From an optimization exercise on the open Yosys and OpenROAD flow, aimed at small area; shortcuts taken in it are not production practice. Function was checked by simulation only, so behaviour that the tests miss may differ from the original. The flow treats the clock pin as an ideal source, which a real chip does not have. Power and IR drop assume default switching activity.

Setup of run 1:
==> flow/design.v (excerpt) <==
module lab_3_register_file (Da, Db, Dc, CLK, reset, rs1, rs2, rd, wenable);
 input  wire CLK, reset, wenable;
 input  wire [4:0] rs1, rs2, rd;
 input  wire [31:0] Dc;
 output wire [31:0] Da, Db;
 wire [31:1] load, load_n, sel1, sel2;
 reg  [31:1] valid;
 wdec decw (.enable(wenable), .selector(rd), .load(load), .load_n(load_n));
 rdec dec1 (.selector(rs1), .valid(valid), .sel(sel1));
 rdec dec2 (.selector(rs2), .valid(valid), .sel(sel2));
 always @(posedge CLK or posedge reset)
   if (reset) valid <= 31'd0;
   else       valid <= valid | load;
 wire [31:1] col [0:31];
 genvar i, b;
 generate
   for (i = 1; i < 32; i = i + 1) begin : r
     reg  [31:0] q;
     wire [31:0] d;
     for (b = 0; b < 32; b = b + 1) begin : h
       hold_bit hb (.load(load[i]), .load_n(load_n[i]), .din(Dc[b]), .q(q[b]), .d(d[b]));
       assign col[b][i] = q[b];
     end
     always @(posedge CLK) q <= d;
   end
   for (b = 0; b < 32; b = b + 1) begin : c
     mux_bit ma (.sel(sel1), .data(col[b]), .y(Da[b]));
     mux_bit mb (.sel(sel2), .data(col[b]), .y(Db[b]));
   end
 endgenerate
endmodule
Settings: LEC_CHECK=0, CAP_MARGIN=20, CORE_MARGIN=2, CORE_UTILIZATION=50, SETUP_SLACK_MARGIN=0.3, SLEW_MARGIN=20, SYNTH_HIERARCHICAL=1, SYNTH_MINIMUM_KEEP_SIZE=0; clock period 6.0 ns.
run.sh (not shown) runs the stock make flow with config.mk's settings and CLKGATE_MAP_FILE= SYNTH_SCRIPT=/design/flow/synth_recipe.tcl, a recipe that flattens the netlist after the stock synthesis.
Run 1 | status: complete | timing, DRC, antenna: pass
## Diff of input files: run 2 against run 1
Settings: CAP_MARGIN changed from 20 to 10; GPL_TIMING_DRIVEN newly set to 0; SLEW_MARGIN changed from 20 to 10; SETUP_SLACK_MARGIN changed from 0.3 to 0.1.
==> flow/flow/run.sh (new file) <==
#!/bin/bash
# Layout flow: the standard synthesis and layout (standard.sh), with
#  - port buffers of the smallest buffer cell instead of the default choice,
#  - clock tree synthesis without dummy loads and with larger leaf clusters
#    of clkbuf_8, and no repair_timing right after CTS (the design has
#    slack; later stages still repair timing as usual).
# Each step's full output goes to its own log here; ORFS also keeps its
# per-stage logs under orfs/logs.
set -euo pipefail
bash standard.sh synth > synth.log 2>&1
bash standard.sh \
  "BUFFER_PORTS_ARGS=-buffer_cell sky130_fd_sc_hd__buf_1" \
  "CTS_ARGS=-sink_clustering_enable -repair_clock_nets -dont_use_dummy_load -buf_list sky130_fd_sc_hd__clkbuf_8 -sink_clustering_size 18 -sink_clustering_max_diameter 80" \
  SKIP_CTS_REPAIR_TIMING=1 \
  finish > layout.log 2>&1
==> flow/standard.sh (new file) <==
#!/bin/bash
# synth_recipe.tcl (not shown) runs the flow's synth.tcl, then flattens the netlist and writes it again
# the make line also repeats each setting of config.mk as NAME=value (left out here)
make -C /OpenROAD-flow-scripts/flow DESIGN_CONFIG=/design/flow/config.mk WORK_HOME=/design/flow/orfs CLKGATE_MAP_FILE= SYNTH_SCRIPT=/design/flow/synth_recipe.tcl "${@:-finish}"
removed: flow/run.sh
Run 2: PASS, flow complete, no timing, DRC or antenna violations. The lower portion of the clock cycle consumed by the worst path in the final layout of run 1 and run 2 is in run 2. Higher critical path arrival among run 1 and run 2: run 1. Reported for run 1 and run 2, number of clock sinks turned out identical to the last digit. Run 1 consumes more power than run 2. Wire length of the first global-routing pass: run 2 < run 1. Looking at area used by multi-input combinational logic, run 2 sits about 0.45% above run 1. Route | run 2 vs run 1 | wire shorter in run 2. On later-pin clock latency in the skew report: run 2 sits above run 1. Smallest setup slack after layout, run 1 and run 2, lower one = run 1.

---

Another version of the RTL of lab_3_register_file (not shown whole).
For scale: ~3300 cells after synthesis, roughly 110 I/O pins.
export LEC_CHECK = 0
export CAP_MARGIN = 10
export CORE_MARGIN = 2
export CORE_UTILIZATION = 50
export GPL_TIMING_DRIVEN = 0
export SETUP_SLACK_MARGIN = 0.1
export SLEW_MARGIN = 10
export SYNTH_HIERARCHICAL = 1
export SYNTH_MINIMUM_KEEP_SIZE = 0
create_clock -name core_clock -period 6.0 [get_ports {CLK}]
standard.sh (not shown) runs the stock make flow with config.mk's settings and CLKGATE_MAP_FILE= SYNTH_SCRIPT=/design/flow/synth_recipe.tcl, a recipe that flattens the netlist after the stock synthesis.
==> flow/flow/run.sh <==
#!/bin/bash
# Layout flow: the standard synthesis and layout (standard.sh), with
#  - before floorplanning, combinational cells that synthesis upsized are
#    set back to their smallest drive strength (flow/downsize.tcl),
#  - port buffers of the smallest buffer cell instead of the default choice,
#  - before ORFS's repair_design, slow nets are fixed by sizing their
#    drivers within their cell family (flow/fixnets.tcl),
#  - clock tree synthesis without dummy loads, with leaf clusters of up to
#    8 flip-flops on clkbuf_4, no repair_timing right after CTS (the design
#    has slack; later stages still repair timing), and clock buffers whose
#    flip-flops see a slow clock edge upsized (flow/clkfix.tcl).
# Each step's full output goes to its own log here; ORFS also keeps its
# per-stage logs under orfs/logs.
set -euo pipefail
F=$(pwd)/flow
bash standard.sh synth > synth.log 2>&1
bash standard.sh \
  "PRE_FLOORPLAN_TCL=$F/downsize.tcl" \
  "BUFFER_PORTS_ARGS=-buffer_cell sky130_fd_sc_hd__buf_1" \
  "PRE_RESIZE_TCL=$F/fixnets.tcl" \
  "CTS_ARGS=-sink_clustering_enable -repair_clock_nets -dont_use_dummy_load -buf_list sky130_fd_sc_hd__clkbuf_4 -sink_clustering_size 8 -sink_clustering_max_diameter 50" \
  "POST_CTS_TCL=$F/clkfix.tcl" \
  SKIP_CTS_REPAIR_TIMING=1 \
  finish > layout.log 2>&1
==> flow/flow/clkfix.tcl <==
# After CTS: upsize (within the clkbuf family) each clock buffer that
# drives a flip-flop clock pin whose estimated slew is above the target,
# then legalize the placement again.
set clk_target 0.100
set db [ord::get_db]
proc clk_next {name} {
  set order {sky130_fd_sc_hd__clkbuf_1 sky130_fd_sc_hd__clkbuf_2 sky130_fd_sc_hd__clkbuf_4 sky130_fd_sc_hd__clkbuf_8 sky130_fd_sc_hd__clkbuf_16}
  set i [lsearch $order $name]
  if {$i < 0 || $i == [llength $order] - 1} { return "" }
  return [lindex $order [expr {$i + 1}]]
}
set total 0
for {set it 0} {$it < 4} {incr it} {
  estimate_parasitics -placement
  array unset drv
  foreach pin [all_registers -clock_pins] {
    set s 0
    foreach e {rise fall} { set x [get_property $pin slew_max_$e]; if {$x > $s} { set s $x } }
    if {$s <= $clk_target} continue
    set net [get_nets -of $pin]
    foreach d [get_pins -of $net -filter "direction==output"] { set drv([get_full_name [get_cells -of $d]]) 1 }
  }
  set n 0
  foreach i [array names drv] {
    set c [get_cells $i]
    set nx [clk_next [get_property $c ref_name]]
    if {$nx eq ""} continue
    replace_cell $c $nx
    incr n
  }
  puts "clkfix: pass $it upsized $n clock buffers"
  incr total $n
  if {$n == 0} break
}
estimate_parasitics -placement
puts "clkfix: upsized $total in all"
detailed_placement
check_placement -verbose
==> flow/flow/fixnets.tcl <==
# Before ORFS's repair_design (after global placement): for every
# single-output cell whose output slew is above 75% of the library's
# 1.5 ns max_transition, give it the smallest drive strength of its own
# cell family that brings the slew under that. ORFS's repair_design then
# handles whatever is left (it otherwise buffers these nets with chains of
# very large buffers). Flip-flops are left as synthesized.
estimate_parasitics -placement
set fix_slew [expr {1.5 * 0.75}]
set db [ord::get_db]
proc fam_sizes {name} {
  global db
  if {![regexp {^(sky130_fd_sc_hd__[a-z0-9]+)_([0-9]+)$} $name -> base sz]} { return {} }
  set l {}
  foreach lib [$db getLibs] {
    foreach m [$lib getMasters] {
      if {[regexp "^${base}_(\[0-9\]+)\$" [$m getName] -> s]} {
        lappend l [list $s [$m getName] [expr {[$m getWidth] * [$m getHeight]}]]
      }
    }
  }
  return [lsort -integer -index 2 [lsort -integer -index 0 $l]]
}
proc slew_ok {pin} {
  global fix_slew
  return [expr {[get_property $pin slew_max] <= $fix_slew}]
}
set fixed 0
set left 0
foreach inst [get_cells *] {
  set ref [get_property $inst ref_name]
  if {[regexp {__(df|dl|sdf|edf|sedf|conb|tap|fill|decap)} $ref]} continue
  set outs [get_pins -of $inst -filter "direction==output"]
  if {[llength $outs] != 1} continue
  set op [lindex $outs 0]
  if {[slew_ok $op]} continue
  set done 0
  foreach f [fam_sizes $ref] {
    replace_cell $inst [lindex $f 1]
    if {[slew_ok $op]} { set done 1; break }
  }
  if {$done} { incr fixed } else { incr left }
}
puts "fixnets: resized $fixed drivers, $left left to repair_design"
Other scripts of this flow, unchanged in this note and not shown: flow/flow/downsize.tcl
The baseline stopped in placement repair.
Rerun with:
--- a/flow/flow/clkfix.tcl
+++ b/flow/flow/clkfix.tcl
@@ -3,5 +3,5 @@
 # then legalize the placement again.
 set clk_target 0.100
-set db [ord::get_db]
+
 proc clk_next {name} {
   set order {sky130_fd_sc_hd__clkbuf_1 sky130_fd_sc_hd__clkbuf_2 sky130_fd_sc_hd__clkbuf_4 sky130_fd_sc_hd__clkbuf_8 sky130_fd_sc_hd__clkbuf_16}
--- a/flow/flow/fixnets.tcl
+++ b/flow/flow/fixnets.tcl
@@ -6,11 +6,10 @@
 # very large buffers). Flip-flops are left as synthesized.
 estimate_parasitics -placement
-set fix_slew [expr {1.5 * 0.75}]
-set db [ord::get_db]
+set ::fix_slew [expr {1.5 * 0.75}]
+set ::db [ord::get_db]
 proc fam_sizes {name} {
-  global db
   if {![regexp {^(sky130_fd_sc_hd__[a-z0-9]+)_([0-9]+)$} $name -> base sz]} { return {} }
   set l {}
-  foreach lib [$db getLibs] {
+  foreach lib [$::db getLibs] {
     foreach m [$lib getMasters] {
       if {[regexp "^${base}_(\[0-9\]+)\$" [$m getName] -> s]} {
@@ -22,6 +21,5 @@
 }
 proc slew_ok {pin} {
-  global fix_slew
-  return [expr {[get_property $pin slew_max] <= $fix_slew}]
+  return [expr {[get_property $pin slew_max] <= $::fix_slew}]
 }
 set fixed 0
=> The changed run finished with negative setup slack left. Synthesized cell count does not change.

==> re-timing with driven ports <==
How much do the figures lean on ideal ports? The routed layouts below were timed once more, with nothing changed but the port constraints.
Step 1 assumes that a clkbuf_16 drives the clock port and a buf_2 every other input.
Step 2 times the ports against the registers' clock, not the clock port: input delays grow and output delays shrink by t, the midpoint of the rising clock arrivals with the driver on.
Slacks: no drivers / after step 1 / after step 2; pairs: no drivers / after step 1.
run | t (ns) | setup WS [ns] | slew at the worst register clock pin (ns) | pins driven straight from the clock port
run 1 | 0.748 | 0.395 / 0.375 / 0.375 | 0.07 / 0.07 | 1
run 2 | 0.787 | 0.659 / 0.623 / 0.623 | 0.12 / 0.12 | 1
the second run of note 2 | 1.135 | -0.269 / -0.301 / -0.301 | 0.11 / 0.11 | 1
For run 2, which loses most, drivers alone change the setup slack by -0.036 ns; drivers and shift together by -0.036 ns.
